This design comes from an exercise in tuning for small area on the open sky130 flow, not from production work.
No driver is modelled on the clock port, so clocking that relies on it looks cheaper here than on a real chip.
Power and IR drop assume default switching activity.

Setup of main:
==> module DigitToSeg, before the edit <==
module DigitToSeg(D, seg, an);
input [3:0] D;
output [6:0] seg;
output [3:0] an;
assign seg[0] = (D == 4'd0) | (D == 4'd1) | (D == 4'd2) | (D == 4'd10) | (D == 4'd12) | (D == 4'd13) | (D == 4'd14) | (D == 4'd15);
assign seg[1] = (D == 4'd6) | (D == 4'd11) | (D == 4'd12) | (D == 4'd13) | (D == 4'd14) | (D == 4'd15);
assign seg[2] = (D == 4'd7) | (D == 4'd12) | (D == 4'd13) | (D == 4'd14) | (D == 4'd15);
assign seg[3] = (D == 4'd1) | (D == 4'd2) | (D == 4'd5) | (D == 4'd9) | (D == 4'd10) | (D == 4'd13) | (D == 4'd14) | (D == 4'd15);
assign seg[4] = (D == 4'd1) | (D == 4'd2) | (D == 4'd3) | (D == 4'd5) | (D == 4'd9) | (D == 4'd10) | (D == 4'd11) | (D == 4'd13) | (D == 4'd14) | (D == 4'd15);
assign seg[5] = (D == 4'd1) | (D == 4'd3) | (D == 4'd5) | (D == 4'd7) | (D == 4'd10) | (D == 4'd13) | (D == 4'd14) | (D == 4'd15);
assign seg[6] = (D == 4'd0) | (D == 4'd1) | (D == 4'd4) | (D == 4'd5) | (D == 4'd10) | (D == 4'd12) | (D == 4'd13) | (D == 4'd14) | (D == 4'd15);
assign an[0] = (D == 4'd1) | (D == 4'd2) | (D == 4'd3) | (D == 4'd4) | (D == 4'd5) | (D == 4'd6) | (D == 4'd7) | (D == 4'd8) | (D == 4'd9) | (D == 4'd10) | (D == 4'd11) | (D == 4'd12) | (D == 4'd13) | (D == 4'd14) | (D == 4'd15);
assign an[1] = (D == 4'd1) | (D == 4'd2) | (D == 4'd3) | (D == 4'd4) | (D == 4'd5) | (D == 4'd6) | (D == 4'd7) | (D == 4'd8) | (D == 4'd9) | (D == 4'd10) | (D == 4'd11) | (D == 4'd13) | (D == 4'd14) | (D == 4'd15);
assign an[2] = (D == 4'd0) | (D == 4'd10) | (D == 4'd12) | (D == 4'd13) | (D == 4'd14) | (D == 4'd15);
assign an[3] = (D == 4'd0) | (D == 4'd1) | (D == 4'd2) | (D == 4'd3) | (D == 4'd4) | (D == 4'd5) | (D == 4'd6) | (D == 4'd7) | (D == 4'd8) | (D == 4'd9) | (D == 4'd11) | (D == 4'd12) | (D == 4'd13) | (D == 4'd14) | (D == 4'd15);
endmodule
==> module main, before the edit <==
module main(clk, reset, multiply, stop, Led, seg, an, sw, dp );
input reset;
input multiply;
input stop;
input clk;
input [7:0] sw;
output [7:0] Led;
output [6:0] seg;
output [3:0] an;
output dp;
reg [15:0] kq;             
wire [15:0] k = ~kq;
reg        c0;
reg        f10;
reg        win;
reg        lose;
reg        t1, t2;       
reg  [3:0] D;            
reg  [4:0] L;            
wire run = ~win & ~lose;
wire [5:0] m = k[15:10];
wire odd_ok = k[0] ^ c0;
wire at4999  = odd_ok & (k[15:1] == 15'd2499);
wire at54999 = odd_ok & (k[15:1] == 15'd27499);
wire cur0 = (k >= 16'd50000) | (c0 & (k == 16'd49999));
wire ten_ev = (k[9:0] == 10'd0) & t2;
wire one_ev = k[9:0] == 10'd511;
wire [16:0] cy;
wire [15:0] kn;
assign cy[0] = 1'b1;
genvar i;
generate for (i = 0; i < 16; i = i + 1) begin : inc
	assign cy[i+1] = cy[i] & k[i];
	assign kn[i] = ~reset & (k[i] ^ cy[i]);
end endgenerate
wire [3:0] pc;
wire [3:0] digit;
Countdown CD(.m(m), .digit(digit));
SevenSegment2digit P(.sw(sw), .count(pc));
DigitToSeg S(.D(D), .seg(seg), .an(an));
always @(posedge clk) begin
	kq <= ~kn;
	t1 <= f10;
	t2 <= t1;
	L <= multiply ? {pc, 1'b0} : {1'b0, pc};
	if (reset) begin
		c0 <= run;
		f10 <= 1'b1;
		win <= 1'b0;
		lose <= stop & run;
	end else if (run) begin
		if (at4999)
			f10 <= 1'b0;
		if (at54999 | (stop & ~cur0))
			lose <= 1'b1;
		else if (stop)
			win <= 1'b1;
	end
	if (lose)
		D <= 4'd12;
	else if (win)
		D <= 4'd0;
	else if (reset)
		D <= 4'd14;
	else if (ten_ev)
		D <= 4'd10;
	else if (one_ev)
		D <= digit;
end
assign Led = {3'b000, L};
assign dp = 1'b1;
endmodule
Settings: LEC_CHECK=0, CAP_MARGIN=20, CORE_MARGIN=2, CORE_UTILIZATION=40, SLEW_MARGIN=20; clock period 10.0 ns.
standard.sh (not shown) runs the stock make flow with config.mk's settings and CLKGATE_MAP_FILE= SYNTH_SCRIPT=/design/flow/synth_recipe.tcl, a recipe that flattens the netlist after the stock synthesis.
==> flow/flow/run.sh <==
#!/bin/bash
# Own layout flow: the standard ORFS flow (standard.sh) with these changes.
#  1. Synthesis: ORFS's synthesis with the script of its abc call replaced, in
#     two adder variants: no half/full-adder cell mapping, and full adders
#     only. Each variant runs with each flow/abc_*.abc and the run whose netlist
#     has the smallest cell area (buffers aside) is kept as the layout's
#     synthesis (its results are copied, not re-run). Registers are
#     mapped before abc, as in the standard synthesis; the flow checks that the
#     kept netlist has the standard synthesis's registers (names and cell types)
#     and falls back to the standard synthesis if none does.
#  2. Port buffers use the smallest buffer, sky130_fd_sc_hd__buf_1.
#  3. Tie cells: synthesis's two tie cells (constant 1 and constant 0) are merged
#     into one sky130_fd_sc_hd__conb_1 (flow/merge_ties.py), and they are not
#     duplicated per load (SKIP_REPAIR_TIE_FANOUT).
#  4. Clock: before CTS, flow/pre_cts.tcl buffers the clock with one clock buffer
#     per group of registers (OWN_CLK_GROUPS groups by position, OWN_CLKBUF
#     cells); CTS then leaves the buffered net as it is and ORFS's CTS step goes
#     on as usual (legalisation, timing repair).
# Each tool run's full output goes to a log file of its own in the work folder.
set -euo pipefail
W=$PWD
F=$W/flow
export OWN_CLKBUF=${OWN_CLKBUF:-sky130_fd_sc_hd__clkbuf_4}
export OWN_CLK_GROUPS=${OWN_CLK_GROUPS:-3}
R=orfs/results/sky130hd/main/base
TR=results/sky130hd/main/base

regs() {  # register cell types (drive strength dropped) and names of a netlist
  grep -oE 'sky130_fd_sc_hd__[a-z0-9]*df[a-z0-9]*_[0-9]+ +[^ ]+' "$1" | sed -E 's/_[0-9]+ +/ /' | sort
}
area() {  # cell area without buffers from a synth_stat.txt
  awk '/sky130_fd_sc_hd__/ && $3 !~ /__(buf|clkbuf)_/ {s += $2} END {printf "%.3f\n", s}' "$1"
}

# standard synthesis, for its registers
bash standard.sh WORK_HOME="$W/try_std" synth > "$W/synth_std.log" 2>&1
regs "$W/try_std/$TR/1_2_yosys.v" > "$W/regs_std.txt"
test -s "$W/regs_std.txt"

# synthesis scripts: variant x abc script
names=()
for v in noadd fa; do
  for s in "$F"/abc_*.abc; do
    n=${v}_$(basename "$s" .abc)
    sed 's#log_cmd abc {\*}$abc_args#set abc_args [lreplace $abc_args 1 1 '"$s"']; log_cmd abc {*}$abc_args#' \
      "$FLOW_HOME/scripts/synth.tcl" > "$W/synth_body_$n.tcl"
    grep -q "$s" "$W/synth_body_$n.tcl" || continue
    if [[ $v == fa ]]; then
      sed -i 's#extract_fa {\*}\[dont_use_extract_fa_args\]#extract_fa -fa#' "$W/synth_body_$n.tcl"
      grep -q "extract_fa -fa" "$W/synth_body_$n.tcl" || continue
    fi
    sed "s#source \$::env(SCRIPTS_DIR)/synth.tcl#source $W/synth_body_$n.tcl#" "$W/synth_recipe.tcl" > "$W/synth_$n.tcl"
    grep -q "synth_body_$n" "$W/synth_$n.tcl" || continue
    names+=("$n")
  done
done
adder_arg() { if [[ $1 == noadd_* ]]; then echo "ADDER_MAP_FILE="; else echo "OWN_VARIANT=$1"; fi; }

run_try() {
  local n=$1
  bash standard.sh WORK_HOME="$W/try_$n" SYNTH_SCRIPT="$W/synth_$n.tcl" "$(adder_arg "$n")" synth \
    > "$W/synth_$n.log" 2>&1 || return 0
  regs "$W/try_$n/$TR/1_2_yosys.v" > "$W/regs_$n.txt"
  if cmp -s "$W/regs_std.txt" "$W/regs_$n.txt"; then
    echo "$n $(area "$W/try_$n/reports/sky130hd/main/base/synth_stat.txt")" > "$W/area_$n.txt"
  fi
}
i=0
for n in "${names[@]}"; do
  run_try "$n" &
  i=$((i + 1))
  if (( i % ${NUM_CORES:-4} == 0 )); then wait; fi
done
wait

best=""
best_area=""
for n in "${names[@]}"; do
  [[ -s "$W/area_$n.txt" ]] || continue
  a=$(awk '{print $2}' "$W/area_$n.txt")
  echo "$n $a" >> "$W/synth_areas.txt"
  if [[ -z "$best" ]] || awk -v a="$a" -v b="$best_area" 'BEGIN {exit !(a < b)}'; then
    best=$n
    best_area=$a
  fi
done
echo "chosen: ${best:-standard}" >> "$W/synth_areas.txt"

mkdir -p orfs
if [[ -n "$best" ]]; then
  cp -a "$W/try_$best/." orfs/
else
  cp -a "$W/try_std/." orfs/
fi
# one tie cell for both constants (its netlist change makes make rebuild 1_synth.odb)
python3 "$F/merge_ties.py" "$R/1_2_yosys.v" > "$W/merge_ties.log" 2>&1 || true
md5sum "$R/1_2_yosys.v" > "$W/synth_netlist.md5"
bash standard.sh synth > "$W/synth.log" 2>&1
md5sum -c "$W/synth_netlist.md5" >> "$W/synth.log" 2>&1 || true
regs "$R/1_2_yosys.v" > "$W/regs_final.txt"
cmp "$W/regs_std.txt" "$W/regs_final.txt"

bash standard.sh BUFFER_PORTS_ARGS="-buffer_cell sky130_fd_sc_hd__buf_1" SKIP_REPAIR_TIE_FANOUT=1 \
  PRE_CTS_TCL="$F/pre_cts.tcl" finish > "$W/layout.log" 2>&1
test -s out/final.def
Other scripts of this flow, unchanged in this note and not shown: flow/flow/abc_a7.abc, flow/flow/abc_b1.abc, flow/flow/abc_b2.abc, flow/flow/abc_ds2.abc, flow/flow/abc_ds3.abc, flow/flow/abc_n3.abc, flow/flow/abc_p1.abc, flow/flow/abc_p5.abc, flow/flow/merge_ties.py, flow/flow/pre_cts.tcl
#### Input delta (the feature branch over main)
diff --git a/flow/design.v b/flow/design.v
--- a/flow/design.v
+++ b/flow/design.v
@@ -1,20 +1,29 @@
 module DigitToSeg(D, seg, an);
 input [3:0] D;
-output [6:0] seg;
-output [3:0] an;
-assign seg[0] = (D == 4'd0) | (D == 4'd1) | (D == 4'd2) | (D == 4'd10) | (D == 4'd12) | (D == 4'd13) | (D == 4'd14) | (D == 4'd15);
-assign seg[1] = (D == 4'd6) | (D == 4'd11) | (D == 4'd12) | (D == 4'd13) | (D == 4'd14) | (D == 4'd15);
-assign seg[2] = (D == 4'd7) | (D == 4'd12) | (D == 4'd13) | (D == 4'd14) | (D == 4'd15);
-assign seg[3] = (D == 4'd1) | (D == 4'd2) | (D == 4'd5) | (D == 4'd9) | (D == 4'd10) | (D == 4'd13) | (D == 4'd14) | (D == 4'd15);
-assign seg[4] = (D == 4'd1) | (D == 4'd2) | (D == 4'd3) | (D == 4'd5) | (D == 4'd9) | (D == 4'd10) | (D == 4'd11) | (D == 4'd13) | (D == 4'd14) | (D == 4'd15);
-assign seg[5] = (D == 4'd1) | (D == 4'd3) | (D == 4'd5) | (D == 4'd7) | (D == 4'd10) | (D == 4'd13) | (D == 4'd14) | (D == 4'd15);
-assign seg[6] = (D == 4'd0) | (D == 4'd1) | (D == 4'd4) | (D == 4'd5) | (D == 4'd10) | (D == 4'd12) | (D == 4'd13) | (D == 4'd14) | (D == 4'd15);
-assign an[0] = (D == 4'd1) | (D == 4'd2) | (D == 4'd3) | (D == 4'd4) | (D == 4'd5) | (D == 4'd6) | (D == 4'd7) | (D == 4'd8) | (D == 4'd9) | (D == 4'd10) | (D == 4'd11) | (D == 4'd12) | (D == 4'd13) | (D == 4'd14) | (D == 4'd15);
-assign an[1] = (D == 4'd1) | (D == 4'd2) | (D == 4'd3) | (D == 4'd4) | (D == 4'd5) | (D == 4'd6) | (D == 4'd7) | (D == 4'd8) | (D == 4'd9) | (D == 4'd10) | (D == 4'd11) | (D == 4'd13) | (D == 4'd14) | (D == 4'd15);
-assign an[2] = (D == 4'd0) | (D == 4'd10) | (D == 4'd12) | (D == 4'd13) | (D == 4'd14) | (D == 4'd15);
-assign an[3] = (D == 4'd0) | (D == 4'd1) | (D == 4'd2) | (D == 4'd3) | (D == 4'd4) | (D == 4'd5) | (D == 4'd6) | (D == 4'd7) | (D == 4'd8) | (D == 4'd9) | (D == 4'd11) | (D == 4'd12) | (D == 4'd13) | (D == 4'd14) | (D == 4'd15);
+output reg [6:0] seg;
+output reg [3:0] an;
+always @(*) begin
+	case (D)
+	4'd0: begin seg = 7'b1000001; an = 4'b1100; end
+	4'd1: begin seg = 7'b1111001; an = 4'b1011; end
+	4'd2: begin seg = 7'b0011001; an = 4'b1011; end
+	4'd3: begin seg = 7'b0110000; an = 4'b1011; end
+	4'd4: begin seg = 7'b1000000; an = 4'b1011; end
+	4'd5: begin seg = 7'b1111000; an = 4'b1011; end
+	4'd6: begin seg = 7'b0000010; an = 4'b1011; end
+	4'd7: begin seg = 7'b0100100; an = 4'b1011; end
+	4'd8: begin seg = 7'b0000000; an = 4'b1011; end
+	4'd9: begin seg = 7'b0011000; an = 4'b1011; end
+	4'd10: begin seg = 7'b1111001; an = 4'b0111; end
+	4'd11: begin seg = 7'b0010010; an = 4'b1011; end
+	4'd12: begin seg = 7'b1000111; an = 4'b1101; end
+	4'd13: begin seg = 7'b1111111; an = 4'b1111; end
+	4'd14: begin seg = 7'b1111111; an = 4'b1111; end
+	4'd15: begin seg = 7'b1111111; an = 4'b1111; end
+	endcase
+end
 endmodule
 module SevenSegment2digit(sw, count);
 input [7:0] sw;
 output [3:0] count;
 wire s1 = sw[0] ^ sw[1] ^ sw[2];
@@ -58,15 +67,17 @@
 output [6:0] seg;
 output [3:0] an;
 output dp;
 reg [15:0] kq;             
 wire [15:0] k = ~kq;
-reg        c0;
+reg        c0q;
+wire       c0 = ~c0q;
 reg        f10;
 reg        win;
 reg        lose;
-reg        t1, t2;       
+reg        t1;           
+reg        t2;           
 reg  [3:0] D;            
 reg  [4:0] L;            
 wire run = ~win & ~lose;
 wire [5:0] m = k[15:10];
 wire odd_ok = k[0] ^ c0;
@@ -92,11 +103,11 @@
 	kq <= ~kn;
 	t1 <= f10;
 	t2 <= t1;
 	L <= multiply ? {pc, 1'b0} : {1'b0, pc};
 	if (reset) begin
-		c0 <= run;
+		c0q <= ~(run);
 		f10 <= 1'b1;
 		win <= 1'b0;
 		lose <= stop & run;
 	end else if (run) begin
 		if (at4999)
==> summary.txt <==
Measured against main, the initial detailed-routing violation count of the feature branch comes out at 0.852 times the reference value. Die width: the feature branch vs main, no meaningful difference. From main to the feature branch the numbers moved as follows: combinational share of power down 1.0 points; sequential cell count flat. [compare] base=main new=the feature branch: die area -about 0.4%; final standard cell utilization of the core -0.17 points; global-route usage +0.75 points. Looking only at minimum setup slack in the final design, and setting everything else aside, the lower value of the feature branch and main goes to main. Delta (the feature branch minus main): cell area after layout dropped about 0.37%, area of the multi-input gates moved down.
Function was not checked in any run of this note: the RTL went through the layout flow alone.

==> what the ideal ports hide <==
In the flow no input, the clock included, has a driving cell. The finished layouts below were timed again as built, in two steps.
Step 1 (the two cells are an assumption about what drives the block):
set clk [get_ports {clk}]
set_driving_cell -lib_cell sky130_fd_sc_hd__clkbuf_16 $clk
set_driving_cell -lib_cell sky130_fd_sc_hd__buf_2 [delete_from_list [all_inputs] $clk]
Step 2 times the ports against the registers' clock, not the clock port: input delays grow and output delays shrink by t, the midpoint of the rising clock arrivals with the driver on.
Three values: no drivers, after step 1, after step 2; two values: the first two.
| run | shift t [ns] | setup slack, ns | worst slew at a driven data input, ns |
|---|---|---|---|
| main | 0.206 | 6.175 / 6.137 / 6.227 | 0.03 |
| the feature branch | 0.201 | 6.345 / 6.310 / 6.337 | 0.03 |
After both steps setup and hold are still met in every run listed. The setup slack of the feature branch, which loses most, moves by -0.035 ns with the drivers and by -0.008 ns with both steps.
